Background: an optimization exercise with open tools, aiming at small area. Do not read the settings as production practice. In this exercise RTL edits were held to simulation tests only and were not proved equivalent to the original. In runs 2 to 6 the design's own scripts or RTL, not TritonCTS, make the clock network. No driver is modelled on the clock port, so clock power and skew are understated where the tree is cut down; a real chip needs a root buffer or a tree. Power figures rest on the tool's default switching activity, not on a simulated workload.

## design.v

```verilog
module pewpew (
	input clk,
	input rst,
	input RX,
	output TST1,
	output TST2,
	output TST3,
	output TST4,
	output TST5,
	output LED1,
	output LED2,
	output LED3,
	output LED4,
	output LED5
);
	wire [7:0] rx_byte;
	wire rx_latch;
	uart_rx uart_rx1 (
		.clk(clk),
		.rst(rst),
		.RX(RX),
		.read_byte(rx_byte),
		.latch(rx_latch)
	);
	reg reset;   
	assign LED1 = ~reset;
	assign LED2 = ~RX;
	assign LED3 = 1'b0;
	assign LED4 = 1'b0;
	assign LED5 = rx_latch;
	wire inl, digit, do_ctrl, do_write;
	wire [2:0] typ;
	cmd cmd1 (
		.clk(clk),
		.rst(rst),
		.in_byte(rx_byte),
		.latch(rx_latch),
		.inl(inl),
		.typ(typ),
		.digit(digit),
		.do_ctrl(do_ctrl),
		.do_write(do_write)
	);
	wire [19:0] value;
	cmd_val cmd_val1 (
		.clk(clk),
		.in_byte(rx_byte),
		.latch(rx_latch),
		.inl(inl),
		.digit(digit),
		.value(value)
	);
	reg [19:0] repeat_period;   
	reg [19:0] delay;           
	reg [19:0] ex;              
	always @(posedge clk) begin
		if (rst) begin
			reset <= 1;
			repeat_period <= 800000;
			delay <= 1200;
			ex <= 1560 + 360;
		end else begin
			if (do_ctrl) begin
				if (typ[1:0] == 2'd1) reset <= 0;
				else if (typ[1:0] == 2'd2) reset <= 1;
				else reset <= ~reset;
			end
			if (do_write & (typ[1:0] == 2'd1)) repeat_period <= value;
			if (do_write & (typ[1:0] == 2'd2)) delay <= value;
			if (do_write & (typ[1:0] == 2'd3)) ex <= value + 20'd1560;
		end
	end
	pulser pulser_1 (
		.clk(clk),
		.reset(reset),
		.repeat_period(repeat_period),
		.delay(delay),
		.ex(ex),
		.warm_up_a(TST1),
		.warm_up_b(TST2),
		.trigger_a(TST3),
		.trigger_b(TST4),
		.camera(TST5)
	);
endmodule
module pulser (
	input clk,
	input reset,
	input [19:0] repeat_period,
	input [19:0] delay,
	input [19:0] ex,
	output warm_up_a,
	output warm_up_b,
	output trigger_a,
	output trigger_b,
	output camera
);
	function automatic le20(input [19:0] a, input [19:0] b);  
		integer i; reg c;
		begin
			c = 1'b1;
			for (i = 0; i < 20; i = i + 1) c = (~a[i] & b[i]) | ((~a[i] | b[i]) & c);
			le20 = c;
		end
	endfunction
	function automatic [19:0] sub20(input [19:0] a, input [19:0] b);  
		integer i; reg c;
		begin
			c = 1'b1;
			for (i = 0; i < 20; i = i + 1) begin
				sub20[i] = a[i] ^ ~b[i] ^ c;
				c = (a[i] & ~b[i]) | (a[i] & c) | (~b[i] & c);
			end
		end
	endfunction
	reg [19:0] count;
	always @(posedge clk) begin
		if (reset | le20(repeat_period, count)) count <= 0;
		else count <= count + 1;
	end
	wire [19:0] d = delay;
	wire [19:0] u = sub20(count, d);
	wire en = ~reset;
	wire d_hi1 = (d >= 20'hFFF88);                           
	wire d_hi2 = (d >= 20'hFF8F8) & (d <= 20'hFF96F);        
	wire ex_wrap = (ex < 20'd1560);                           
	wire d_wrap = (d >= 20'd1047016);                         
	wire le = le20(ex, ~d);                                     
	wire nowrap2 = (ex_wrap == d_wrap) ? le : d_wrap;
	wire u_gt = (u > 20'd1560);
	wire u_le = le20(u, ex);
	assign warm_up_a = en & (count != 0) & (count <= 20'd120);
	assign trigger_a = en & (count > 20'd1680) & (count <= 20'd1800);
	assign warm_up_b = en & (u != 0) & (u <= 20'd120) & ~d_hi1;
	assign trigger_b = en & (u > 20'd1680) & (u <= 20'd1800) & ~d_hi2;
	wire cam1 = (count > 20'd1560) & le20(count, ex);
	wire cam2 = nowrap2 & (ex_wrap ? (u_gt | u_le) : (u_gt & u_le));
	assign camera = en & (cam1 | cam2);
endmodule
module uart_rx (
	input clk,
	input rst,
	input RX,
	output [7:0] read_byte,
	output latch
);
	localparam [10:0] LA = 11'd735;
	localparam [10:0] LB = 11'd309;
	localparam [10:0] TERM = 11'h7ff;
	reg recv;
	reg [10:0] cnt;
	reg [8:0] sh;
	wire term = (cnt == TERM);
	always @(posedge clk) begin
		if (!recv) cnt <= LA;
		else if (term) cnt <= LB;
		else cnt <= {cnt[9:0], cnt[10] ^ cnt[8]};
		if (rst | !recv) sh <= 9'b1_0000_0000;
		else if (term & !sh[0]) sh <= {RX, sh[8:1]};
		if (rst) recv <= 0;
		else if (!recv) recv <= !RX;
		else if (term & sh[0]) recv <= 0;
	end
	assign latch = !recv & sh[0];
	assign read_byte = sh[8:1];
endmodule
module cmd (
	input clk,
	input rst,
	input [7:0] in_byte,
	input latch,
	output reg inl,
	output reg [2:0] typ,
	output digit,
	output do_ctrl,
	output do_write
);
	wire eol = (in_byte == 8'd10) | (in_byte == 8'd13);
	assign digit = (in_byte[7:4] == 4'h3) & (in_byte[3:0] <= 4'd9);
	assign do_ctrl = typ[2];
	assign do_write = !inl & (typ[1] | typ[0]);
	reg [2:0] code;
	always @(*) begin
		case (in_byte)
			"p": code = 3'd1;
			"d": code = 3'd2;
			"e": code = 3'd3;
			"E": code = 3'd5;
			"D": code = 3'd6;
			"R": code = 3'd7;
			default: code = 3'd0;
		endcase
	end
	always @(posedge clk) begin
		if (rst) begin
			inl <= 0;
			typ <= 0;
		end else if (latch) begin
			if (!inl) begin
				if (!eol) begin
					inl <= 1;
					typ <= code;
				end
			end else if (eol) begin
				inl <= 0;
			end
		end else if (do_ctrl | do_write) begin
			typ <= 0;
		end
	end
endmodule
module cmd_val (
	input clk,
	input [7:0] in_byte,
	input latch,
	input inl,
	input digit,
	output reg [19:0] value
);
	wire [3:0] d = in_byte[3:0];
	wire [2:0] lo = {value[1:0], d[0]} + {d[2:1], 1'b0};
	wire k = (value[1] & d[2]) | ((value[1] | d[2]) & value[0] & d[1]);
	reg [16:0] hi;
	integer i;
	reg c;
	always @(*) begin
		c = k | d[3];
		for (i = 0; i < 17; i = i + 1) begin
			hi[i] = value[i] ^ value[i + 2] ^ c;
			c = (value[i] & value[i + 2]) | ((value[i] | value[i + 2]) & c);
		end
	end
	wire [19:0] next = {hi, lo};
	wire clr = latch & !inl;
	wire ld = latch & inl & digit;
	always @(posedge clk) value <= value ^ (({20{ld}} & (next ^ value)) | ({20{clr}} & value));
endmodule
```

## flow/run.sh

```bash
#!/bin/bash
# Standard synthesis; then the combinational logic is re-mapped by ABC for
# area (registers, their names and cell types are kept as the standard
# synthesis made them); then the standard flow from floorplan to finish,
# with 1x port buffers and a clock tree of clkbuf_8 without dummy loads.
# If the re-mapped netlist misses timing before layout (ideal clock), the
# standard netlist is kept. Each tool's output goes to its own log here.
set -euo pipefail
R=orfs/results/$FLOW_PLATFORM/pewpew/base
bash standard.sh synth > std_synth.log 2>&1
cp $R/1_2_yosys.v $R/1_2_yosys_std.v
python3 flow/softfa.py $R/1_2_yosys_std.v soft.v > softfa.log 2>&1
bash flow/resyn.sh soft.v resyn.v resyn.log
LIB=$FLOW_HOME/platforms/sky130hd/lib/sky130_fd_sc_hd__tt_025C_1v80.lib
cat > sta_resyn.tcl <<EOT
read_liberty $LIB
read_verilog resyn.v
link_design $FLOW_TOP
read_sdc $FLOW_SDC
report_checks -path_delay max
report_worst_slack -max
EOT
sta -no_init -exit sta_resyn.tcl > sta_resyn.log 2>&1 || true
SLACK=$(grep -o "worst slack max [-0-9.]*" sta_resyn.log | awk '{print $4}')
echo "resyn slack: ${SLACK:-none}" > choice.log
if [[ -n "$SLACK" ]] && awk -v s="$SLACK" 'BEGIN{exit !(s >= 1.0)}'; then
	cp resyn.v $R/1_2_yosys.v
	echo "using resyn.v" >> choice.log
else
	echo "using the standard netlist" >> choice.log
fi
bash standard.sh \
	"BUFFER_PORTS_ARGS=-inputs -outputs -buffer_cell sky130_fd_sc_hd__buf_1" \
	"CTS_ARGS=-sink_clustering_enable -repair_clock_nets -dont_use_dummy_load -buf_list sky130_fd_sc_hd__clkbuf_8" \
	finish > std_finish.log 2>&1
```

## flow/resyn.sh

```bash
#!/bin/bash
# usage: resyn.sh IN.v OUT.v LOG
# Re-maps the combinational cells of a synthesized netlist with ABC for area.
# Flip-flops, tie cells and full adders (but fa_soft, see softfa.py) stay as they are.
set -euo pipefail
IN=$1; OUT=$2; LOG=$3
LIB=$FLOW_HOME/platforms/sky130hd/lib/sky130_fd_sc_hd__tt_025C_1v80.lib
TOP=${FLOW_TOP:-pewpew}
SCRIPT=${RESYN_SCRIPT:-"+strash;&get -n;&deepsyn -T 120;&put;dch;amap"}
DU=""
for c in $(grep -o "sky130_fd_sc_hd__probe[a-z_0-9]*\|sky130_fd_sc_hd__lpflow[a-z_0-9]*" $LIB | sort -u); do DU="$DU -dont_use $c"; done
KEEP=$(grep -o "cell *( *\"\?sky130_fd_sc_hd__[a-z0-9_]*" $LIB | sed 's/.*\(sky130_fd_sc_hd__\)/\1/' | grep -E "__(fa|df|edf|sdf|sedf|dl|conb|einv|ebuf|lpflow|probe|tap|fill|decap|diode)" | sort -u)
YS=resyn.ys
{
	echo "read_liberty -ignore_miss_func $LIB"
	echo "read_verilog $IN"
	echo "hierarchy -top $TOP"
	for k in $KEEP; do echo "setattr -mod -set keep_hierarchy 1 $k"; done
	echo "flatten"; echo "techmap"; echo "opt -fast"
	echo "opt_clean"
	echo "abc -liberty $LIB $DU -script \"$SCRIPT\""
	echo "opt_clean -purge"
	echo "hilomap -singleton -hicell sky130_fd_sc_hd__conb_1 HI -locell sky130_fd_sc_hd__conb_1 LO"
	echo "insbuf -buf sky130_fd_sc_hd__buf_1 A X"
	echo "opt_clean -purge"
	for k in $KEEP; do echo "blackbox $k"; done
	echo "stat -liberty $LIB $TOP"
	echo "select $TOP"
	echo "write_verilog -noattr -noexpr -nohex -nodec -selected $OUT"
} > $YS
yosys -s $YS > $LOG 2>&1
```

## flow/softfa.py

```python
#!/usr/bin/env python3
"""softfa.py IN.v OUT.v: in a flat gate-level netlist, retype the full-adder
cells (sky130_fd_sc_hd__fa_*) from which a top-level output port is reached
through combinational cells only to fa_soft, a module of plain logic that
the re-mapping then flattens, so ABC may restructure those (timing-critical)
carry chains. Full adders that only feed registers stay as cells."""
import re, sys
src = open(sys.argv[1]).read()
OUTPINS = {"X", "Y", "Q", "Q_N", "COUT", "SUM", "HI", "LO", "GCLK"}
inst_re = re.compile(r"^\s*(sky130_fd_sc_hd__\w+)\s+(\\\S+|\S+)\s*\((.*?)\);", re.S | re.M)
pin_re = re.compile(r"\.(\w+)\s*\(\s*(.*?)\s*\)\s*(?:,|$)", re.S)
insts = []
for m in inst_re.finditer(src):
    typ, name, body = m.group(1), m.group(2), m.group(3)
    pins = {p: n.strip() for p, n in pin_re.findall(body)}
    insts.append((typ, name, pins, m.start(1)))
loads = {}
for i, (typ, name, pins, _) in enumerate(insts):
    for p, n in pins.items():
        if p not in OUTPINS:
            loads.setdefault(n, []).append(i)
alias = {}
for a, b in re.findall(r"assign\s+(\\\S+\s|\S+)\s*=\s*(\\\S+\s|[^;]+?)\s*;", src):
    alias.setdefault(b.strip(), []).append(a.strip())
outs = set()
for decl in re.findall(r"^\s*output\s+(?:\[[^\]]*\]\s*)?([^;]+);", src, re.M):
    for n in decl.split(","):
        outs.add(n.strip())
def seq(typ):
    return re.search(r"__(df|edf|sdf|sedf|dl)", typ) is not None
memo = {}
def reaches_out(i):
    if i in memo:
        return memo[i]
    memo[i] = False
    typ, name, pins, _ = insts[i]
    res = False
    stack = [n for p, n in pins.items() if p in OUTPINS]
    seen = set()
    while stack and not res:
        n = stack.pop()
        if n in seen:
            continue
        seen.add(n)
        base = re.sub(r"\s*\[\d+\]$", "", n)
        if n in outs or base in outs:
            res = True
            break
        for a in alias.get(n, []):
            stack.append(a)
        for j in loads.get(n, []):
            if seq(insts[j][0]):
                continue
            if reaches_out(j):
                res = True
                break
    memo[i] = res
    return res
soft = [i for i, (typ, _, _, _) in enumerate(insts) if re.match(r"sky130_fd_sc_hd__fa_\d+$", typ) and reaches_out(i)]
out = list(src)
for i in sorted(soft, key=lambda i: -insts[i][3]):
    pos = insts[i][3]
    typ = insts[i][0]
    src = src[:pos] + "fa_soft" + src[pos + len(typ):]
src += """
module fa_soft (A, B, CIN, COUT, SUM);
  input A, B, CIN;
  output COUT, SUM;
  assign SUM = A ^ B ^ CIN;
  assign COUT = (A & B) | (CIN & (A | B));
endmodule
"""
open(sys.argv[2], "w").write(src)
print("fa cells: %d, softened: %d" % (sum(1 for t in insts if t[0].startswith("sky130_fd_sc_hd__fa_")), len(soft)))
```

## standard.sh

```bash
#!/bin/bash
# synth_recipe.tcl (not shown) runs the flow's synth.tcl, then flattens the netlist and writes it again
# the make line also repeats each setting of config.mk as NAME=value (left out here)
make -C /OpenROAD-flow-scripts/flow DESIGN_CONFIG=/design/flow/config.mk WORK_HOME=/design/flow/orfs CLKGATE_MAP_FILE= SYNTH_SCRIPT=/design/flow/synth_recipe.tcl "${@:-finish}"
```

## config.mk

```make
export PLATFORM = sky130hd
export DESIGN_NAME = pewpew
export DESIGN_NICKNAME = pewpew
export VERILOG_FILES = /design/flow/design.v
export SDC_FILE = /design/flow/constraint.sdc
export NUM_CORES = 4
export LEC_CHECK = 0
export CAP_MARGIN = 20
export CORE_MARGIN = 2
export CORE_UTILIZATION = 70
export SLEW_MARGIN = 20
```

## constraint.sdc

```tcl
create_clock -name core_clock -period 10.0 [get_ports {clk}]
set_input_delay 2.0000 -clock core_clock [delete_from_list [all_inputs] [get_ports {clk}]]
set_output_delay 2.0000 -clock core_clock [all_outputs]
set_load 0.01 [all_outputs]
```

==> flow_summary.toml, run 1 <==
[synth]
yosys_warnings = 5
synthesis.area_per_instance_um2 = 7.84
synth.cell_area_um2 = 6280
synthCells = 801

[worst_setup_path]
criticalPathCategory = "reg2out"
worst_ep_arrival_ps = 6610
rrSetupSlack_ps = 2410
critPathLaunchType = "flop"
critical_path.max_stage_delay_ps = 440
worstPathMaxFanout = 7
endpoint_kind = "primary output"
required_ps = 8000
critPathSlowestCell = "sky130_fd_sc_hd__dfxtp_1"
cp_common_cell = "sky130_fd_sc_hd__nand2_1"

[outcome]
status = "complete, no violations"

[floorplan]
coreArea_um2 = 8720
floorplan.die_area_um2 = 9740
starting_density_pct = 72.0
placementRows = 34
die-height_um = 98.7
number_of_ports_placed_on_the_die_boundary = 13
die_width_um = 98.7

[routing]
routedWlPerCell_um = 17.5
viasPerCell = 6.61
topRoutingLayerUsed = "met4"
postRouteWirelength_um = 16400
detailroute.via_count = 6198
met3_length_um = 1300
detailedRoute.firstPassIterationCount = 5
route.antenna.remaining_nets = 0
dr.first_iter.drc_count = 550
post-route-drc-count = 0
met2RoutedLength_um = 7610
wirelength_met1_um = 6820

[job]
drv.max_cap_violation_count = 0

[clock_tree]
clkTransAtPathRegs_ps = 80
tritoncts.num_buffers = 17
number_of_h_tree_levels = 4
clock_sink_count = 126
cts_max_path_buffers = 2
cts_tree = "built"
postCtsHoldBufs = 0
cts_resized = 0
post_cts.repair.setup_buffers = 0
worstSkewPairLatency_ps = 450
clk_root_buffer_cell = "sky130_fd_sc_hd__clkbuf_8"

[cells_and_area]
fin_nets = 851
num_antenna_cells = 0
multi_input_area_um2 = 3240
synthToLayoutAreaGrowth_pct = 6.84
regArea_um2 = 2520
drive_gt1_share_pct = 2.29
fillCellCount = 682
layoutNonFillerInstCount = 938

[global_route]
initial_antenna_violation_count = 0
grt_overflow = 0
grt_start_max_net_pins = 22
grt_util_all_layers_pct = 34.7
global_route_wire_length_before_repair_um = 27400
via_count_of_the_first_global_routing_pass = 5816

[sta]
totalNegativeSetupSlack_ps = 0
finalSetupViolCount = 0
post-route-min-period_ps = 8610
skew_ps = 30.1
layout_worst_path_cycle_share_pct = 86.1
timing.slew.headroom_pct = 24.3
slew_violations = 0
timing_hold_violations_final = 0
rsz0062_at_grt = "false"
clock.fmax_ghz = 0.116
timing_worst_slew_pin_value_ps = 1130

[hold_path]
timing.hold.worst.class = "reg2reg"

[pwr]
p_leak_nw = 2.27
power_per_unit_of_standard_cell_area_nw_per_um2 = 133
worst_ir_drop_vdd_v = 0.000103
power_mw = 0.893

[placed_design]
detail_placement_hpwl_um = 11600
placedCellCount = 920
io_buffers = 10
gp_congestion = 0.961
layer usage:
layer	track usage, %	vias up
met3	7.16	63
met2	56.1	314
li1	-	2982
met1	45.1	2839
met4	15.8	0
met5	0	-
cell usage in the layout, fill, tap and decap left out, drive strengths merged, types with 5 or more instances in the layout:
cell / n
a211oi: 10
a21oi: 35
a221oi: 5
a22oi: 18
buf: 12
clkbuf: 17
clkinv: 138
dfxtp: 126
fa: 16
nand2: 70
nand3: 9
nand4: 8
nor2: 71
nor3: 14
nor4: 6
o21a: 13
o21ai: 106
o21bai: 7
o221a: 5
o221ai: 10
o22a: 13
o22ai: 76
o32ai: 9
area by class of cell:
cell class | count | area share, %
clock buffer | 17 | 3.49
tap | 108 | 2.02
sequential | 126 | 37.6
multi-input combinational | 537 | 48.3
inverter | 138 | 7.73
timing repair buffer | 12 | 0.896
flip-flops by register name (all words and copies together) (netlist names), 3 cells and up:
signal / cells
delay: 20
cmd1.typ: 3
cmd_val1.value: 20
repeat_period: 20
uart_rx1.cnt: 11
pulser_1.count: 20
uart_rx1.sh: 9
ex: 20
worst max-delay path, delay by kind of cell, from the launching register on:
family          cells  cell delay (ps)
simple gates       23             2510
buf+inv             2              300
compound gates     22             2920
flops               1              440
final timing paths:
path	start	end	cells after the start
worst min register to register	uart_rx1.cnt[0]	uart_rx1.cnt[1]	2
worst min-delay path	uart_rx1.cnt[0]	uart_rx1.cnt[1]	2
worst max register to register	uart_rx1.sh[3]	cmd_val1.value[19]	22
worst max-delay path	pulser_1.count[1]	TST5	47
per-stage QoR:
step | cell area (um2) | setup WS, ps | util, % | hold WS [ps]
2_1_floorplan | 6280 | 2860 | - | 415
3_3_place_gp | 6460 | 2630 | 74.0 | 431
3_5_place_dp | 6460 | 2210 | 74.0 | 444
4_1_cts | 6690 | 1680 | 76.7 | 451
5_1_grt | 6710 | 521 | 76.9 | 473
6_report | 6710 | 1390 | 76.9 | 448
power breakdown:
group          switching [mW]  internal (mW)  leakage, nW
sequential            0.00729          0.511         1.02
clock                   0.170          0.149        0.122
combinational          0.0383         0.0180         1.13
total                   0.215          0.678         2.27
==> run 2, diff against run 1 <==
==> flow/run.sh (replaced) <==
#!/bin/bash
# Standard synthesis; then the combinational logic is re-mapped by ABC for
# area (registers, their names and cell types are kept as the standard
# synthesis made them); then the standard flow to placement with 1x port
# buffers; then a small balanced clock tree (flow/mcts.tcl) in place of the
# standard CTS step; then the standard flow from global routing to finish.
# If the re-mapped netlist misses timing before layout (ideal clock), the
# standard netlist is kept; if no clock tree meets the slew limit, the
# standard CTS step runs. Each tool's output goes to its own log here.
set -euo pipefail
R=orfs/results/$FLOW_PLATFORM/pewpew/base
LIB=$FLOW_HOME/platforms/sky130hd/lib/sky130_fd_sc_hd__tt_025C_1v80.lib
bash standard.sh synth > std_synth.log 2>&1
cp $R/1_2_yosys.v $R/1_2_yosys_std.v
python3 flow/softfa.py $R/1_2_yosys_std.v soft.v > softfa.log 2>&1
bash flow/resyn.sh soft.v resyn.v resyn.log
cat > sta_resyn.tcl <<EOT
read_liberty $LIB
read_verilog resyn.v
link_design $FLOW_TOP
read_sdc $FLOW_SDC
report_checks -path_delay max
report_worst_slack -max
EOT
sta -no_init -exit sta_resyn.tcl > sta_resyn.log 2>&1 || true
SLACK=$(grep -o "worst slack max [-0-9.]*" sta_resyn.log | awk '{print $4}')
echo "resyn slack: ${SLACK:-none}" > choice.log
if [[ -n "$SLACK" ]] && awk -v s="$SLACK" 'BEGIN{exit !(s >= 1.0)}'; then
	cp resyn.v $R/1_2_yosys.v
	echo "using resyn.v" >> choice.log
else
	echo "using the standard netlist" >> choice.log
fi
PB="BUFFER_PORTS_ARGS=-inputs -outputs -buffer_cell sky130_fd_sc_hd__buf_1"
bash standard.sh "$PB" place > std_place.log 2>&1
BEST=""; BESTA=1e9
for K in 5 8 12; do
	if MCTS_LIB=$LIB MCTS_IN=$R/3_place.odb MCTS_SDC=$R/3_place.sdc MCTS_OUT_ODB=mcts_$K.odb MCTS_OUT_SDC=mcts_$K.sdc \
		MCTS_K=$K MCTS_LEAF=sky130_fd_sc_hd__clkbuf_16 MCTS_ROOT=sky130_fd_sc_hd__clkbuf_8 MCTS_SLEW=0.105 \
		openroad -no_init -exit flow/mcts.tcl > mcts_$K.log 2>&1; then
		L=$(grep "mcts: K=" mcts_$K.log | tail -1)
		A=$(echo "$L" | sed 's/.*area=\([0-9.]*\).*/\1/')
		S=$(echo "$L" | sed 's/.*maxslew=\([0-9.]*\).*/\1/')
		H=$(grep -o "worst slack min [-0-9.]*" mcts_$K.log | awk '{print $4}')
		echo "K=$K area=$A slew=$S hold=$H" >> choice.log
		if awk -v a="$A" -v b="$BESTA" -v s="$S" -v h="$H" 'BEGIN{exit !(a < b && s <= 0.115 && h >= 0.05)}'; then
			BEST=$K; BESTA=$A
		fi
	fi
done
if [[ -n "$BEST" ]]; then
	echo "clock tree: K=$BEST" >> choice.log
	cp mcts_$BEST.odb $R/4_1_cts.odb
	cp mcts_$BEST.odb $R/4_cts.odb
	cp mcts_$BEST.sdc $R/4_cts.sdc
	touch $R/4_cts.sdc
else
	echo "clock tree: standard CTS" >> choice.log
	bash standard.sh "$PB" \
		"CTS_ARGS=-sink_clustering_enable -repair_clock_nets -dont_use_dummy_load -buf_list sky130_fd_sc_hd__clkbuf_8" \
		cts > std_cts.log 2>&1
fi
bash standard.sh "$PB" finish > std_finish.log 2>&1
==> flow/mcts.tcl (new file) <==
# Clock tree: the clock port drives one root buffer, which drives K leaf
# buffers; the registers are split into K groups by k-means on their placed
# positions and each group hangs on the leaf buffer at its centre. Each leaf
# (then the root) is sized down to the smallest clock buffer that keeps the
# slew at its registers within MCTS_SLEW (or what clkbuf_16 gives, if more).
# Env: MCTS_LIB MCTS_IN MCTS_SDC MCTS_OUT_ODB MCTS_OUT_SDC MCTS_K MCTS_LEAF MCTS_ROOT MCTS_SLEW
# Env: MCTS_IN, MCTS_SDC, MCTS_OUT_ODB, MCTS_OUT_SDC, MCTS_K, MCTS_LEAF, MCTS_ROOT
read_liberty $::env(MCTS_LIB)
read_db $::env(MCTS_IN)
read_sdc $::env(MCTS_SDC)
source $::env(FLOW_HOME)/platforms/sky130hd/setRC.tcl
set block [ord::get_db_block]
set db [ord::get_db]
set clk [$block findNet clk]
set K $::env(MCTS_K)
set sinks {}
foreach it [$clk getITerms] {
  lappend sinks $it
}
puts "mcts: [llength $sinks] sinks"
# positions
set xs {}; set ys {}
foreach it $sinks {
  set inst [$it getInst]
  set bb [$inst getBBox]
  lappend xs [expr {([$bb xMin] + [$bb xMax]) / 2.0}]
  lappend ys [expr {([$bb yMin] + [$bb yMax]) / 2.0}]
}
set n [llength $sinks]
# k-means, initial centres spread along x
set idx [lsort -real -indices $xs]
set cx {}; set cy {}
for {set k 0} {$k < $K} {incr k} {
  set j [lindex $idx [expr {int(($k + 0.5) * $n / $K)}]]
  lappend cx [lindex $xs $j]; lappend cy [lindex $ys $j]
}
for {set iter 0} {$iter < 50} {incr iter} {
  set asg {}
  for {set i 0} {$i < $n} {incr i} {
    set best 0; set bd 1e30
    for {set k 0} {$k < $K} {incr k} {
      set d [expr {abs([lindex $xs $i] - [lindex $cx $k]) + abs([lindex $ys $i] - [lindex $cy $k])}]
      if {$d < $bd} { set bd $d; set best $k }
    }
    lappend asg $best
  }
  # balance: not needed for small K, keep plain k-means
  set ncx {}; set ncy {}
  for {set k 0} {$k < $K} {incr k} {
    set sx 0.0; set sy 0.0; set c 0
    for {set i 0} {$i < $n} {incr i} {
      if {[lindex $asg $i] == $k} { set sx [expr {$sx + [lindex $xs $i]}]; set sy [expr {$sy + [lindex $ys $i]}]; incr c }
    }
    if {$c > 0} { lappend ncx [expr {$sx / $c}]; lappend ncy [expr {$sy / $c}] } else { lappend ncx [lindex $cx $k]; lappend ncy [lindex $cy $k] }
  }
  set cx $ncx; set cy $ncy
}
set leafm [$db findMaster $::env(MCTS_LEAF)]
set rootm [$db findMaster $::env(MCTS_ROOT)]
# root buffer at the centre of the leaf centres
set rx 0.0; set ry 0.0
for {set k 0} {$k < $K} {incr k} { set rx [expr {$rx + [lindex $cx $k]}]; set ry [expr {$ry + [lindex $cy $k]}] }
set rx [expr {int($rx / $K)}]; set ry [expr {int($ry / $K)}]
set root [odb::dbInst_create $block $rootm "clkbuf_root"]
set rootnet [odb::dbNet_create $block "clknet_root"]
$rootnet setSigType CLOCK
[$root findITerm A] connect $clk
[$root findITerm X] connect $rootnet
$root setLocation $rx $ry
$root setPlacementStatus PLACED
for {set k 0} {$k < $K} {incr k} {
  set b [odb::dbInst_create $block $leafm "clkbuf_leaf_$k"]
  set net [odb::dbNet_create $block "clknet_leaf_$k"]
  $net setSigType CLOCK
  [$b findITerm A] connect $rootnet
  [$b findITerm X] connect $net
  $b setLocation [expr {int([lindex $cx $k])}] [expr {int([lindex $cy $k])}]
  $b setPlacementStatus PLACED
  set c 0
  for {set i 0} {$i < $n} {incr i} {
    if {[lindex $asg $i] == $k} {
      set it [lindex $sinks $i]
      $it disconnect
      $it connect $net
      incr c
    }
  }
  puts "mcts: leaf $k at ([lindex $cx $k], [lindex $cy $k]) drives $c sinks"
}
detailed_placement
check_placement -verbose
set_propagated_clock [all_clocks]
estimate_parasitics -placement
# size each leaf (and then the root) down to the smallest buffer whose sinks
# stay at or under the slew target
set target $::env(MCTS_SLEW)
proc maxslew {net} {
  set ms 0
  foreach it [$net getITerms] {
    if {[$it isInputSignal] || [[$it getMTerm] getName] == "CLK"} {
      set inst [$it getInst]
      set pin [get_pins "[$inst getName]/[[$it getMTerm] getName]"]
      set s [get_property $pin slew_max]
      if {$s > $ms} {set ms $s}
    }
  }
  return $ms
}
proc allmax {} {
  set ms 0
  foreach pin [get_pins -hierarchical */CLK] {
    set s [get_property $pin slew_max]
    if {$s > $ms} {set ms $s}
  }
  return $ms
}
set sizes {sky130_fd_sc_hd__clkbuf_2 sky130_fd_sc_hd__clkbuf_4 sky130_fd_sc_hd__clkbuf_8 sky130_fd_sc_hd__clkbuf_16}
set bufs {}
for {set k 0} {$k < $K} {incr k} { lappend bufs [$block findInst "clkbuf_leaf_$k"] }
lappend bufs $root
foreach b $bufs {
  set orig [[$b getMaster] getName]
  set net [[$b findITerm X] getNet]
  if {$b == $root} { set lim [expr {max($target, [allmax])}] } else { set lim [expr {max($target, [maxslew $net])}] }
  foreach m $sizes {
    replace_cell [$b getName] $m
    estimate_parasitics -placement
    if {$b == $root} { set cur [allmax] } else { set cur [maxslew $net] }
    if {$cur <= $lim} { break }
  }
}
detailed_placement
check_placement -verbose
estimate_parasitics -placement
set area 0.0
foreach b $bufs { set m [$b getMaster]; set area [expr {$area + [$m getWidth] * [$m getHeight] / 1e6}] ; puts "mcts: [$b getName] [$m getName]" }
report_clock_skew
puts "mcts: K=$K area=$area maxslew=[allmax]"
report_worst_slack -max
report_worst_slack -min
write_db $::env(MCTS_OUT_ODB)
write_sdc -no_timestamp $::env(MCTS_OUT_SDC)
==> run 2 against run 1 <==
Against the previous run: fmax decreased by 1.2%; utilization decreased by 1.1 points; final cell count decreased by 0.43%; highest routed layer unchanged; sequential share of layout area increased by 0.54 points; largest cell class unchanged; worst setup slack got worse by 100 ps; largest power group unchanged; flip-flop and latch count unchanged; combinational power about the same; power decreased by 8.6%.
==> flow_summary.toml, run 2 <==
[synth]
synthCells = 801
synthesis.area_per_instance_um2 = 7.84
yosys_warnings = 5
synth.cell_area_um2 = 6280

[worst_setup_path]
worst_path_dominant_cell_family = "compound AO/OA/AOI/OAI gates"
worstPathMaxFanout = 7
critPathLaunchType = "flop"
required_ps = 8000
cp_common_cell = "sky130_fd_sc_hd__nand2_1"
crit_buf_inv = 2
critical_path.max_stage_delay_ps = 450
critPathSlowestCell = "sky130_fd_sc_hd__dfxtp_1"
endpoint_kind = "primary output"
worst_ep_arrival_ps = 6720
criticalPathCategory = "reg2out"

[hold_path]
timing.hold.worst.class = "reg2reg"

[placed_design]
io_buffers = 10
gp_congestion = 0.961
detail_placement_hpwl_um = 11600
post-place-ws_ps = 2210

[global_route]
grt_start_max_net_pins = 22
grt_util_all_layers_pct = 33.8
via_count_of_the_first_global_routing_pass = 5862
global_route_wire_length_before_repair_um = 27600
grt_overflow = 0
initial_antenna_violation_count = 0

[job]
drv.max_cap_violation_count = 0

[routing]
routedWlPerCell_um = 17.7
detailroute.via_count = 6180
route.antenna.remaining_nets = 0
detailedRoute.firstPassIterationCount = 5
postRouteWirelength_um = 16500
viasPerCell = 6.62
dr.first_iter.drc_count = 573
post-route-drc-count = 0

[cells_and_area]
fin_util_pct = 75.8
fillCellCount = 666
layout_commonest_cell = "sky130_fd_sc_hd__clkinv_1"
fin_nets = 847
num_antenna_cells = 0
drive_gt1_share_pct = 1.82
synthToLayoutAreaGrowth_pct = 5.32
layout.cells.most_common_list = "sky130_fd_sc_hd__clkinv_1, sky130_fd_sc_hd__dfxtp_1, sky130_fd_sc_hd__o21ai_0"

[pwr]
p_leak_nw = 2.23
worst_ir_drop_vdd_v = 0.000103
power_per_unit_of_standard_cell_area_nw_per_um2 = 123

[sta]
slew_violations = 0
clock.fmax_ghz = 0.115
skew_ps = 42.5
layout_worst_path_cycle_share_pct = 87.2
timing_hold_violations_final = 0
timing_worst_slew_pin_value_ps = 1100
final_critical_path_setup_slack_ps = 1280
totalNegativeSetupSlack_ps = 0
timing.slew.headroom_pct = 26.3
post-route-min-period_ps = 8720
rsz0062_at_grt = "false"
finalSetupViolCount = 0

[floorplan]
die-height_um = 98.7
die_width_um = 98.7
placementRows = 34
floorplan.die_area_um2 = 9740
starting_density_pct = 72.0
number_of_ports_placed_on_the_die_boundary = 13
coreArea_um2 = 8720

[outcome]
status = "complete, no violations"

[clock_tree]
clkTransAtPathRegs_ps = 100
worstSkewPairLatency_ps = 550
-- run 2: cell type report --
cell class / instances / area [um2] / area share [%]
sequential: 126 / 2520 / 38.2
timing repair buffer: 12 / 60.1 / 0.909
buffer: 13 / 139 / 2.10
tap: 108 / 135 / 2.04
multi-input combinational: 537 / 3240 / 48.9
inverter: 138 / 518 / 7.84
-- run 2: through the flow --
| stage | hold WS (ps) | area [um2] | instances | power [mW] |
|---|---|---|---|---|
| final | 446 | 6610 | 934 | 0.816 |
| after global routing | 473 | 6610 | 934 | 0.842 |
| after detailed placement | 444 | 6460 | 920 | 0.584 |
| after global placement | 431 | 6460 | 920 | 0.580 |
| after floorplan | 415 | 6280 | 802 | 0.569 |
-- run 2: tightest hold or removal path: cells and delay by family, from the launching register on --
kind | cells | cell delay [ps]
flip-flops | 1 | 330
AND/OR/NAND/NOR | 2 | 110
-- run 2: metal layers --
metal / GRT usage (%) / vias up / wire [um]
met3: 3.26 / 47 / 1230
met2: 58.0 / 277 / 7780
met1: 44.5 / 2870 / 6840
met4: 12.6 / 0 / 681
met5: 0 / - / 0
li1: - / 2986 / -
-- run 2: where the power goes --
| group | total (mW) | switching, mW | internal [mW] |
|---|---|---|---|
| Sequential | 0.518 | 0.00739 | 0.510 |
| Clock | 0.242 | 0.155 | 0.0868 |
| Combinational | 0.0566 | 0.0386 | 0.0180 |
-- run 2: final timing paths --
| kind | start | to | slack, ps | depth (start not counted) |
|---|---|---|---|---|
| min | uart_rx1.cnt[6] | uart_rx1.cnt[7] | 450 | 2 |
| max reg2reg | uart_rx1.sh[3] | cmd_val1.value[19] | 2420 | 22 |
| min reg2reg | uart_rx1.cnt[6] | uart_rx1.cnt[7] | 450 | 2 |
| max | pulser_1.count[1] | TST5 | 1280 | 47 |
==> run 3, diff against run 2 <==
--- a/flow/run.sh
+++ b/flow/run.sh
@@ -36,14 +36,14 @@
 BEST=""; BESTA=1e9
 for K in 5 8 12; do
 	if MCTS_LIB=$LIB MCTS_IN=$R/3_place.odb MCTS_SDC=$R/3_place.sdc MCTS_OUT_ODB=mcts_$K.odb MCTS_OUT_SDC=mcts_$K.sdc \
-		MCTS_K=$K MCTS_LEAF=sky130_fd_sc_hd__clkbuf_16 MCTS_ROOT=sky130_fd_sc_hd__clkbuf_8 MCTS_SLEW=0.105 \
+		MCTS_K=$K MCTS_LEAF=sky130_fd_sc_hd__clkbuf_16 MCTS_ROOT=sky130_fd_sc_hd__clkbuf_8 MCTS_SLEW=0.100 \
 		openroad -no_init -exit flow/mcts.tcl > mcts_$K.log 2>&1; then
 		L=$(grep "mcts: K=" mcts_$K.log | tail -1)
 		A=$(echo "$L" | sed 's/.*area=\([0-9.]*\).*/\1/')
 		S=$(echo "$L" | sed 's/.*maxslew=\([0-9.]*\).*/\1/')
 		H=$(grep -o "worst slack min [-0-9.]*" mcts_$K.log | awk '{print $4}')
 		echo "K=$K area=$A slew=$S hold=$H" >> choice.log
-		if awk -v a="$A" -v b="$BESTA" -v s="$S" -v h="$H" 'BEGIN{exit !(a < b && s <= 0.115 && h >= 0.05)}'; then
+		if awk -v a="$A" -v b="$BESTA" -v s="$S" -v h="$H" 'BEGIN{exit !(a < b && s <= 0.108 && h >= 0.05)}'; then
 			BEST=$K; BESTA=$A
 		fi
 	fi
--- a/flow/mcts.tcl
+++ b/flow/mcts.tcl
@@ -4,7 +4,6 @@
 # (then the root) is sized down to the smallest clock buffer that keeps the
 # slew at its registers within MCTS_SLEW (or what clkbuf_16 gives, if more).
 # Env: MCTS_LIB MCTS_IN MCTS_SDC MCTS_OUT_ODB MCTS_OUT_SDC MCTS_K MCTS_LEAF MCTS_ROOT MCTS_SLEW
-# Env: MCTS_IN, MCTS_SDC, MCTS_OUT_ODB, MCTS_OUT_SDC, MCTS_K, MCTS_LEAF, MCTS_ROOT
 read_liberty $::env(MCTS_LIB)
 read_db $::env(MCTS_IN)
 read_sdc $::env(MCTS_SDC)
==> run 3 against run 2 <==
Against the previous run: clock skew shrank 17 ps; routed wire length shrank 4.1%; largest cell class unchanged; critical endpoint unchanged; fmax grew 2.8%; critical path type unchanged; worst setup slack gained 240 ps; flip-flop and latch count is the same; synthesized cell count is the same; die area is the same; via count shrank 1.9%.
==> flow_summary.toml, run 3 <==
[outcome]
status = "complete, no violations"

[sta]
timing_worst_slew_pin_value_ps = 1100
skew_ps = 25.1
post-route-min-period_ps = 8480
slew_violations = 0
layout_worst_path_cycle_share_pct = 84.8
timing.slew.headroom_pct = 26.2
totalNegativeSetupSlack_ps = 0
rsz0062_at_grt = "false"
clock.fmax_ghz = 0.118
timing_hold_violations_final = 0
final_critical_path_setup_slack_ps = 1520
finalSetupViolCount = 0

[worst_setup_path]
critical_path.max_stage_delay_ps = 450
endpoint_kind = "primary output"
critPathSlowestCell = "sky130_fd_sc_hd__dfxtp_1"
criticalPathCategory = "reg2out"
worst_path_dominant_cell_family = "compound AO/OA/AOI/OAI gates"
worstPathMaxFanout = 7
crit_buf_inv = 2
critPathLaunchType = "flop"
required_ps = 8000
worst_ep_arrival_ps = 6480
cp_common_cell = "sky130_fd_sc_hd__nand2_1"

[pwr]
p_leak_nw = 2.22
power_per_unit_of_standard_cell_area_nw_per_um2 = 124
worst_ir_drop_vdd_v = 0.000142

[synth]
synthCells = 801
synthesis.area_per_instance_um2 = 7.84
synth.cell_area_um2 = 6280
yosys_warnings = 5

[cells_and_area]
drive_gt1_share_pct = 0.977
synthToLayoutAreaGrowth_pct = 5.32
fin_nets = 840
layout.cells.most_common_list = "sky130_fd_sc_hd__clkinv_1, sky130_fd_sc_hd__dfxtp_1, sky130_fd_sc_hd__o21ai_0"
layout_commonest_cell = "sky130_fd_sc_hd__clkinv_1"
num_antenna_cells = 0

[routing]
routedWlPerCell_um = 17.1
viasPerCell = 6.54
postRouteWirelength_um = 15900
detailedRoute.firstPassIterationCount = 5
detailroute.via_count = 6062
route.antenna.remaining_nets = 0
post-route-drc-count = 0
dr.first_iter.drc_count = 509

[global_route]
top_usage_layer_grt = "met2"
grt_util_met3_pct = 1.91
use_met1_pct = 44.9
initial_antenna_violation_count = 0
via_count_of_the_first_global_routing_pass = 5656
grt_start_max_net_pins = 30
groute.layer.met2.usage_pct = 54.5
grt_overflow = 0
grt_util_all_layers_pct = 32.4
global_route_wire_length_before_repair_um = 26600

[placed_design]
post-place-ws_ps = 2210
gp_congestion = 0.961
detail_placement_hpwl_um = 11600
io_buffers = 10

[floorplan]
floorplan.die_area_um2 = 9740
placementRows = 34
starting_density_pct = 72.0
number_of_ports_placed_on_the_die_boundary = 13
die-height_um = 98.7
die_width_um = 98.7
coreArea_um2 = 8720

[clock_tree]
clkTransAtPathRegs_ps = 100
worstSkewPairLatency_ps = 400

[job]
drv.max_cap_violation_count = 0

[hold_path]
timing.hold.worst.class = "reg2reg"
[run 3: layout make-up]
class                   count  area, um2
inverters                 138        518
fillers                   695       2110
well taps                 108        135
plain buffers               6        139
multi-input cells         537       3240
flip-flops and latches    126       2520
repair buffers             12       60.1
[run 3: report_power, final]
group	switching, mW	total [mW]	internal, mW
logic	0.0376	0.0556	0.0180
clock network	0.147	0.247	0.0993
registers	0.00729	0.518	0.510
[run 3: worst paths after layout]
check / start / endpoint / cells past startpoint / slack (ps)
worst max-delay path: pulser_1.count[1] / TST5 / 47 / 1520
worst min-delay path: uart_rx1.cnt[2] / uart_rx1.cnt[3] / 2 / 460
worst max register to register: uart_rx1.sh[3] / cmd_val1.value[19] / 22 / 2420
worst min register to register: uart_rx1.cnt[2] / uart_rx1.cnt[3] / 2 / 460
[run 3: per-stage QoR]
| step | utilization, % | total power, mW | instances | instance area, um2 | hold WS, ps |
|---|---|---|---|---|---|
| after global placement | 74.0 | 0.580 | 920 | 6460 | 431 |
| after global routing | 75.8 | 0.847 | 927 | 6610 | 491 |
| final | 75.8 | 0.820 | 927 | 6610 | 460 |
| after floorplan | - | 0.569 | 802 | 6280 | 415 |
| after detailed placement | 74.0 | 0.584 | 920 | 6460 | 444 |
[run 3: worst register-to-register path: cells and delay by family, from the launching register on]
| family | cells | cell delay, ps |
|---|---|---|
| AOI/OAI and AO/OA | 3 | 250 |
| xor gates and xnor gates | 1 | 170 |
| adders and majority gates | 16 | 6370 |
| DFF | 1 | 370 |
| and+or+nand+nor | 2 | 260 |
[run 3: layer usage]
layer / routed length [um] / part of all wire [%] / up-vias
met2: 7380 / 47 / 265
met1: 6770 / 43 / 2790
met4: 621 / 3.9 / 0
met5: 0 / 0 / -
met3: 1090 / 6.8 / 40
li1: - / - / 2967
==> run 4, diff against run 3 <==
--- a/design.v
+++ b/design.v
@@ -144,9 +144,9 @@
 	output [7:0] read_byte,
 	output latch
 );
-	localparam [10:0] LA = 11'd735;
-	localparam [10:0] LB = 11'd309;
-	localparam [10:0] TERM = 11'h7ff;
+	localparam [10:0] LA = 11'd1993;
+	localparam [10:0] LB = 11'd1992;
+	localparam [10:0] TERM = 11'd322;
 	reg recv;
 	reg [10:0] cnt;
 	reg [8:0] sh;
--- a/config.mk
+++ b/config.mk
@@ -7,5 +7,6 @@
 export LEC_CHECK = 0
 export CAP_MARGIN = 20
 export CORE_MARGIN = 2
-export CORE_UTILIZATION = 70
+export CORE_UTILIZATION = 80
+export PLACE_DENSITY = 0.85
 export SLEW_MARGIN = 20
==> run 4 against run 3 <==
Against the previous run: clock skew rose by 4.3 ps; critical endpoint is now TST2; register-to-register slack got worse by 100 ps; global-route usage rose by 9.3 points; via count rose by 6.7%; critical path type unchanged; combinational power rose by 9.7%; flip-flop and latch count did not move; first-iteration DRC count rose by 83%; utilization rose by 10 points; power rose by 1.1%.
==> flow_summary.toml, run 4 <==
[cells_and_area]
drive_gt1_share_pct = 1.22
synthToLayoutAreaGrowth_pct = 4.98
num_antenna_cells = 0
finish.instance_area_um2 = 6600
layout.cells.most_common_list = "sky130_fd_sc_hd__clkinv_1, sky130_fd_sc_hd__dfxtp_1, sky130_fd_sc_hd__nor2_1"
fin_nets = 838
layout_commonest_cell = "sky130_fd_sc_hd__clkinv_1"
layoutNonFillerInstCount = 919
fin_util_pct = 86.2

[sta]
timing.slew.headroom_pct = 23.4
worst_hold_slack_ps = 430
skew_ps = 29.4
final_critical_path_setup_slack_ps = 1120
slew_violations = 0
timing_worst_slew_pin_value_ps = 1150
post-route-min-period_ps = 8880
rsz0062_at_grt = "false"
totalNegativeSetupSlack_ps = 0
timing_hold_violations_final = 0
clock.fmax_ghz = 0.113
finalSetupViolCount = 0
layout_worst_path_cycle_share_pct = 88.8

[synth]
yosys_warnings = 5
synthCells = 797
synthesis.area_per_instance_um2 = 7.88
synth.cell_area_um2 = 6280

[routing]
postRouteWirelength_um = 17800
post-route-drc-count = 0
detailedRoute.firstPassIterationCount = 6
routedWlPerCell_um = 19.4
detailroute.via_count = 6471
viasPerCell = 7.04
dr.first_iter.drc_count = 931
route.antenna.remaining_nets = 0

[job]
drv.max_cap_violation_count = 0

[global_route]
grt_start_max_net_pins = 27
via_count_of_the_first_global_routing_pass = 6095
grt_util_all_layers_pct = 41.7
grt_overflow = 0
global_route_wire_length_before_repair_um = 29300
initial_antenna_violation_count = 0

[floorplan]
starting_density_pct = 82.1
placementRows = 32
floorplan.die_area_um2 = 8580
coreArea_um2 = 7650
die_width_um = 92.6
die-height_um = 92.6
number_of_ports_placed_on_the_die_boundary = 13

[pwr]
worst_ir_drop_vdd_v = 0.000173
p_leak_nw = 2.21
power_per_unit_of_standard_cell_area_nw_per_um2 = 126
power_mw = 0.829

[clock_tree]
worstSkewPairLatency_ps = 540
clkTransAtPathRegs_ps = 90

[placed_design]
detailed_place.area_um2 = 6450
detail_placement_hpwl_um = 12600
gp_congestion = 1.02
post-place-ws_ps = 2080
placedCellCount = 910
io_buffers = 10

[worst_setup_path]
crit_buf_inv = 2
criticalPathCategory = "reg2out"
endpoint_kind = "primary output"
critical_path.max_stage_delay_ps = 570
required_ps = 8000
critPathLaunchType = "flop"
worst_path_dominant_cell_family = "compound AO/OA/AOI/OAI gates"
worst_ep_arrival_ps = 6880
worstPathMaxFanout = 7
critPathSlowestCell = "sky130_fd_sc_hd__a2111oi_0"
cp_common_cell = "sky130_fd_sc_hd__nand2_1"

[hold_path]
timing.hold.worst.class = "reg2reg"

[outcome]
status = "complete, no violations"
[run 4: routing by layer]
layer	GRT usage, %	part of all wire [%]
met5	0	0
met4	17.6	4.8
met3	5.53	11
met2	67.6	46
met1	56.8	38
[run 4: final timing paths]
path                     startpoint                 end  slack, ps  depth (start not counted)
setup / recovery  pulser_1.count[1]                TST2       1120                         44
hold / removal      uart_rx1.cnt[4]     uart_rx1.cnt[5]        430                          2
setup reg to reg     uart_rx1.sh[3]  cmd_val1.value[19]       2320                         22
hold reg to reg     uart_rx1.cnt[4]     uart_rx1.cnt[5]        430                          2
[run 4: worst register-to-register path: cells and delay by family, from the launching register on]
kind                     cells  cell delay [ps]
XOR/XNOR                     1              160
flip-flops                   1              360
adder cells (fa/ha/maj)     16             6430
AND/OR/NAND/NOR              2              300
AO/OA/AOI/OAI                3              250
[run 4: layout make-up]
class | count | area, um2
well taps | 102 | 128
plain buffers | 9 | 140
fillers | 437 | 1050
inverters | 132 | 495
repair buffers | 11 | 45.0
multi-input cells | 539 | 3260
flip-flops and latches | 126 | 2520
[run 4: where the power goes]
part | total (mW) | switching, mW | internal (mW)
combinational | 0.0610 | 0.0423 | 0.0187
clock | 0.252 | 0.159 | 0.0927
sequential | 0.516 | 0.00625 | 0.510
==> run 5, diff against run 4 <==
--- a/flow/run.sh
+++ b/flow/run.sh
@@ -12,22 +12,36 @@
 LIB=$FLOW_HOME/platforms/sky130hd/lib/sky130_fd_sc_hd__tt_025C_1v80.lib
 bash standard.sh synth > std_synth.log 2>&1
 cp $R/1_2_yosys.v $R/1_2_yosys_std.v
+: > choice.log
 python3 flow/softfa.py $R/1_2_yosys_std.v soft.v > softfa.log 2>&1
-bash flow/resyn.sh soft.v resyn.v resyn.log
-cat > sta_resyn.tcl <<EOT
+for S in 1 2 3 4; do
+	mkdir -p resyn_$S
+	(cd resyn_$S && RESYN_SCRIPT="+strash;&get -n;&deepsyn -T 120 -S $S;&put;dch;amap" \
+		bash ../flow/resyn.sh ../soft.v resyn.v resyn.log) &
+done
+wait
+BESTV=""; BESTA=1e9
+for S in 1 2 3 4; do
+	[[ -s resyn_$S/resyn.v ]] || continue
+	cat > resyn_$S/sta.tcl <<EOT
 read_liberty $LIB
-read_verilog resyn.v
+read_verilog resyn_$S/resyn.v
 link_design $FLOW_TOP
 read_sdc $FLOW_SDC
 report_checks -path_delay max
 report_worst_slack -max
 EOT
-sta -no_init -exit sta_resyn.tcl > sta_resyn.log 2>&1 || true
-SLACK=$(grep -o "worst slack max [-0-9.]*" sta_resyn.log | awk '{print $4}')
-echo "resyn slack: ${SLACK:-none}" > choice.log
-if [[ -n "$SLACK" ]] && awk -v s="$SLACK" 'BEGIN{exit !(s >= 1.0)}'; then
-	cp resyn.v $R/1_2_yosys.v
-	echo "using resyn.v" >> choice.log
+	sta -no_init -exit resyn_$S/sta.tcl > resyn_$S/sta.log 2>&1 || true
+	SLACK=$(grep -o "worst slack max [-0-9.]*" resyn_$S/sta.log | awk '{print $4}')
+	A=$(grep "Chip area" resyn_$S/resyn.log | tail -1 | awk '{print $NF}')
+	echo "resyn seed $S: area ${A:-none} slack ${SLACK:-none}" >> choice.log
+	if [[ -n "$SLACK" && -n "$A" ]] && awk -v s="$SLACK" -v a="$A" -v b="$BESTA" 'BEGIN{exit !(s >= 1.0 && a < b)}'; then
+		BESTV=resyn_$S/resyn.v; BESTA=$A
+	fi
+done
+if [[ -n "$BESTV" ]]; then
+	cp $BESTV $R/1_2_yosys.v
+	echo "using $BESTV" >> choice.log
 else
 	echo "using the standard netlist" >> choice.log
 fi
==> run 5 against run 4 <==
Against the previous run: worst setup slack better by 240 ps; hold slack improved by 3.3 ps; largest power group unchanged; final cell count down 0.22%; global-route usage up 0.14 points; combinational power down 3%; register-to-register slack worse by 280 ps; final area shrank 0.13%; largest cell class unchanged; still clean on timing, DRC and antenna; sequential power about the same; flip-flop and latch count is the same.
==> flow_summary.toml, run 5 <==
[floorplan]
placementRows = 32
die-height_um = 92.5
coreArea_um2 = 7650
floorplan.die_area_um2 = 8560
starting_density_pct = 82.0
number_of_ports_placed_on_the_die_boundary = 13
die_width_um = 92.5

[sta]
skew_ps = 16.4
post-route-min-period_ps = 8640
totalNegativeSetupSlack_ps = 0
layout_worst_path_cycle_share_pct = 86.4
finalSetupViolCount = 0
worst_hold_slack_ps = 433
timing.slew.headroom_pct = 28.5
timing_hold_violations_final = 0
rsz0062_at_grt = "false"
timing_worst_slew_pin_value_ps = 1070
slew_violations = 0
clock.fmax_ghz = 0.116
final_critical_path_setup_slack_ps = 1360

[synth]
yosys_warnings = 5
synthesis.area_per_instance_um2 = 7.89
synth.cell_area_um2 = 6270
synthCells = 794

[cells_and_area]
layout_commonest_cell = "sky130_fd_sc_hd__clkinv_1"
drive_gt1_share_pct = 1.35
synthToLayoutAreaGrowth_pct = 5.07
num_antenna_cells = 0
fin_nets = 836
fillCellCount = 434
layout.cells.most_common_list = "sky130_fd_sc_hd__clkinv_1, sky130_fd_sc_hd__dfxtp_1, sky130_fd_sc_hd__nor2_1"

[routing]
dr.first_iter.drc_count = 992
route.antenna.remaining_nets = 0
postRouteWirelength_um = 17700
detailedRoute.firstPassIterationCount = 6
detailroute.via_count = 6506
post-route-drc-count = 0
viasPerCell = 7.09
routedWlPerCell_um = 19.3

[global_route]
via_count_of_the_first_global_routing_pass = 6127
grt_util_all_layers_pct = 41.9
initial_antenna_violation_count = 0
grt_start_max_net_pins = 22
global_route_wire_length_before_repair_um = 29300
grt_overflow = 0

[worst_setup_path]
endpoint_kind = "primary output"
critPathLaunchType = "flop"
critical_path.max_stage_delay_ps = 460
required_ps = 8000
critPathSlowestCell = "sky130_fd_sc_hd__dfxtp_1"
crit_buf_inv = 3
worst_path_dominant_cell_family = "compound AO/OA/AOI/OAI gates"
criticalPathCategory = "reg2out"
worst_ep_arrival_ps = 6640
cp_common_cell = "sky130_fd_sc_hd__nand2_1"
worstPathMaxFanout = 7

[placed_design]
io_buffers = 10
post-place-ws_ps = 2340
gp_congestion = 1.03
detail_placement_hpwl_um = 12300

[pwr]
p_leak_nw = 2.19
worst_ir_drop_vdd_v = 0.000148
power_per_unit_of_standard_cell_area_nw_per_um2 = 124

[clock_tree]
clkTransAtPathRegs_ps = 90
worstSkewPairLatency_ps = 650

[job]
drv.max_cap_violation_count = 0

[hold_path]
timing.hold.worst.class = "reg2reg"

[outcome]
status = "complete, no violations"
## run 5: worst reg2reg max path: cells and delay by family (launching register included)
family | cells | cell delay [ps]
AOI/OAI and AO/OA | 2 | 370
xor gates and xnor gates | 1 | 220
adders and majority gates | 16 | 6440
buffers and inverters | 1 | 220
DFF | 1 | 320
and+or+nand+nor | 3 | 240
## run 5: final timing paths
| check | startpoint | endpoint | slack [ps] | depth (start not counted) |
|---|---|---|---|---|
| max | pulser_1.count[3] | TST5 | 1360 | 44 |
| min | uart_rx1.cnt[4] | uart_rx1.cnt[5] | 430 | 2 |
| max reg2reg | cmd_val1.value[1] | cmd_val1.value[19] | 2040 | 23 |
| min reg2reg | uart_rx1.cnt[4] | uart_rx1.cnt[5] | 430 | 2 |
## run 5: metal layers
metal  GRT usage [%]  up-vias  part of all wire (%)
met4            17.0        0                   4.5
li1                -     2944                     -
met1            54.3     2941                    37
met3            6.75       96                    12
met2            70.1      525                    47
met5               0        -                     0
## run 5: stage by stage
step                power, mW  cell area, um2  util [%]  cells
floorplan               0.566            6270         -    795
global placement        0.577            6450      84.3    908
detailed placement      0.582            6450      84.3    908
global route            0.840            6590      86.1    917
finish                  0.816            6590      86.1    917
## run 5: area by class of cell
class | count | area [um2] | share of cell area [%]
Multi-Input combinational cell | 532 | 3240 | 49.1
Sequential cell | 126 | 2520 | 38.3
Inverter | 136 | 510 | 7.75
Buffer | 9 | 138 | 2.09
Tap cell | 102 | 128 | 1.94
Timing Repair Buffer | 12 | 52.6 | 0.798
## run 5: power breakdown
group          internal (mW)  leakage [nW]  switching [mW]
registers              0.510          1.02         0.00617
logic                 0.0177          1.10          0.0415
clock network         0.0901        0.0719           0.151
==> run 6, diff against run 5 <==
--- a/flow/run.sh
+++ b/flow/run.sh
@@ -16,7 +16,7 @@
 python3 flow/softfa.py $R/1_2_yosys_std.v soft.v > softfa.log 2>&1
 for S in 1 2 3 4; do
 	mkdir -p resyn_$S
-	(cd resyn_$S && RESYN_SCRIPT="+strash;&get -n;&deepsyn -T 120 -S $S;&put;dch;amap" \
+	(cd resyn_$S && RESYN_SCRIPT="+strash;&get -n;&deepsyn -T 120 -S $S;&put;amap;strash;amap" \
 		bash ../flow/resyn.sh ../soft.v resyn.v resyn.log) &
 done
 wait
@@ -48,7 +48,7 @@
 PB="BUFFER_PORTS_ARGS=-inputs -outputs -buffer_cell sky130_fd_sc_hd__buf_1"
 bash standard.sh "$PB" place > std_place.log 2>&1
 BEST=""; BESTA=1e9
-for K in 5 8 12; do
+for K in 4 5 6 8 10 12 16; do
 	if MCTS_LIB=$LIB MCTS_IN=$R/3_place.odb MCTS_SDC=$R/3_place.sdc MCTS_OUT_ODB=mcts_$K.odb MCTS_OUT_SDC=mcts_$K.sdc \
 		MCTS_K=$K MCTS_LEAF=sky130_fd_sc_hd__clkbuf_16 MCTS_ROOT=sky130_fd_sc_hd__clkbuf_8 MCTS_SLEW=0.100 \
 		openroad -no_init -exit flow/mcts.tcl > mcts_$K.log 2>&1; then
--- a/flow/resyn.sh
+++ b/flow/resyn.sh
@@ -6,7 +6,7 @@
 IN=$1; OUT=$2; LOG=$3
 LIB=$FLOW_HOME/platforms/sky130hd/lib/sky130_fd_sc_hd__tt_025C_1v80.lib
 TOP=${FLOW_TOP:-pewpew}
-SCRIPT=${RESYN_SCRIPT:-"+strash;&get -n;&deepsyn -T 120;&put;dch;amap"}
+SCRIPT=${RESYN_SCRIPT:-"+strash;&get -n;&deepsyn -T 120;&put;amap;strash;amap"}
 DU=""
 for c in $(grep -o "sky130_fd_sc_hd__probe[a-z_0-9]*\|sky130_fd_sc_hd__lpflow[a-z_0-9]*" $LIB | sort -u); do DU="$DU -dont_use $c"; done
 KEEP=$(grep -o "cell *( *\"\?sky130_fd_sc_hd__[a-z0-9_]*" $LIB | sed 's/.*\(sky130_fd_sc_hd__\)/\1/' | grep -E "__(fa|df|edf|sdf|sedf|dl|conb|einv|ebuf|lpflow|probe|tap|fill|decap|diode)" | sort -u)
==> run 6 against run 5 <==
Against the previous run: combinational power rose by 2%; power rose by 0.41%; largest cell class unchanged; clock skew rose by 15 ps; largest power group unchanged; still clean on timing, DRC and antenna; fmax fell by 6.9%; first-iteration DRC count fell by 13%; flip-flop and latch count did not move; critical path type unchanged; sequential power barely moved; critical endpoint unchanged; routed wire length rose by 3.6%.
==> flow_summary.toml, run 6 <==
[global_route]
grt_util_all_layers_pct = 43.2
initial_antenna_violation_count = 0
grt_overflow = 0
global_route_wire_length_before_repair_um = 30000
via_count_of_the_first_global_routing_pass = 6336
grt_start_max_net_pins = 22

[outcome]
status = "complete, no violations"

[floorplan]
die-height_um = 92.0
die_width_um = 92.0
coreArea_um2 = 7610
floorplan.die_area_um2 = 8470
number_of_ports_placed_on_the_die_boundary = 13
starting_density_pct = 81.5
placementRows = 32

[worst_setup_path]
critPathSlowestCell = "sky130_fd_sc_hd__dfxtp_1"
worstPathMaxFanout = 5
endpoint_kind = "primary output"
cp_common_cell = "sky130_fd_sc_hd__o21ai_0"
required_ps = 8000
critPathLaunchType = "flop"
worst_ep_arrival_ps = 7270
critical_path.max_stage_delay_ps = 400
criticalPathCategory = "reg2out"

[sta]
timing_hold_violations_final = 0
skew_ps = 31.6
timing_worst_slew_pin_value_ps = 1060
totalNegativeSetupSlack_ps = 0
slew_violations = 0
worst_hold_slack_ps = 442
rsz0062_at_grt = "false"
clock.fmax_ghz = 0.108
timing.slew.headroom_pct = 28.9
finalSetupViolCount = 0
layout_worst_path_cycle_share_pct = 92.7
post-route-min-period_ps = 9270

[hold_path]
timing.hold.worst.class = "reg2reg"

[cells_and_area]
layoutNonFillerInstCount = 900
drive_gt1_share_pct = 2.13
synthToLayoutAreaGrowth_pct = 5.39
num_antenna_cells = 0
finish.instance_area_um2 = 6530
layout.cells.most_common_list = "sky130_fd_sc_hd__clkinv_1, sky130_fd_sc_hd__dfxtp_1, sky130_fd_sc_hd__o21ai_0"
fin_nets = 819
layout_commonest_cell = "sky130_fd_sc_hd__clkinv_1"

[routing]
detailroute.via_count = 6610
detailedRoute.firstPassIterationCount = 12
viasPerCell = 7.34
routedWlPerCell_um = 20.4
route.antenna.remaining_nets = 0
postRouteWirelength_um = 18400
dr.first_iter.drc_count = 859
post-route-drc-count = 0

[synth]
synth.cell_area_um2 = 6200
yosys_warnings = 5
synthesis.area_per_instance_um2 = 8.04
synthCells = 771

[clock_tree]
clkTransAtPathRegs_ps = 100
worstSkewPairLatency_ps = 730

[placed_design]
io_buffers = 10
detail_placement_hpwl_um = 12200
detailed_place.area_um2 = 6390
gp_congestion = 1.01
placedCellCount = 887

[pwr]
p_leak_nw = 2.19
power_per_unit_of_standard_cell_area_nw_per_um2 = 125
worst_ir_drop_vdd_v = 0.000130

[job]
drv.max_cap_violation_count = 0
[run 6: area by class of cell]
type / instances / area (um2)
inverters: 134 / 503
multi-input cells: 511 / 3170
flip-flops and latches: 126 / 2520
fillers: 418 / 1070
well taps: 102 / 128
plain buffers: 13 / 139
repair buffers: 14 / 67.6
[run 6: stage by stage]
stage	total power, mW	setup slack, ps	util (%)
after floorplan	0.567	2750	-
after global placement	0.578	2460	84.1
after detailed placement	0.582	2100	84.1
after global routing	0.837	234	85.9
final	0.820	728	85.9
[run 6: power by group]
part           switching, mW  total (mW)  internal [mW]
Clock                  0.157       0.244         0.0868
Sequential           0.00539       0.515          0.510
Combinational         0.0411      0.0605         0.0194
Total                  0.204       0.820          0.616
[run 6: final timing paths]
check | start | endpoint | slack (ps) | depth (start not counted)
setup / recovery | delay[1] | TST5 | 730 | 45
hold reg to reg | uart_rx1.cnt[1] | uart_rx1.cnt[2] | 440 | 2
hold / removal | uart_rx1.cnt[1] | uart_rx1.cnt[2] | 440 | 2
setup reg to reg | uart_rx1.sh[3] | cmd_val1.value[19] | 2010 | 21
[run 6: per-layer routing]
layer | global-route usage [%] | up-vias | share of wire [%]
met5 | 0 | - | 0
met4 | 22.9 | 0 | 6.7
met3 | 4.68 | 148 | 11
met2 | 71.8 | 564 | 45
met1 | 55.8 | 2982 | 38
li1 | - | 2916 | -
[run 6: worst max-delay path: cells and delay by family (launching register included)]
family | cells | cell delay (ps)
DFF | 1 | 400
buffers and inverters | 2 | 300
and+or+nand+nor | 18 | 1990
AOI/OAI and AO/OA | 25 | 3860

## what the ideal ports hide
The results above use ideal ports. As a check the final layouts listed here were re-extracted and re-timed, cells and wires unchanged.
Step 1, drivers: a clkbuf_16 drives clk and a buf_2 each remaining input, both assumed.
Step 2, shift: input delay + t, output delay - t, t = (earliest + latest rising clock arrival at the registers) / 2. This alone moves slack from input paths to output paths.
Three values: ideal, step 1, step 2; two values: the first two.
run	t, ns	slack for setup (ns)	worst setup path at the end	latest minus earliest clock arrival (ns)	worst data-port slew with drivers (ns)
run 1	0.467	1.388 / 1.355 / 1.822	register to output	0.030 / 0.030	0.03
run 2	0.565	1.284 / 1.255 / 1.819	register to output	0.057 / 0.057	0.03
run 3	0.414	1.520 / 1.490 / 1.905	register to output	0.025 / 0.025	0.03
run 4	0.558	1.118 / 1.084 / 1.642	register to output	0.029 / 0.030	0.03
run 5	0.679	1.363 / 1.330 / 2.009	register to output	0.017 / 0.017	0.03
run 6	0.746	0.728 / 0.699 / 1.445	register to output	0.032 / 0.031	0.03
After both steps setup and hold are still met in every run listed.
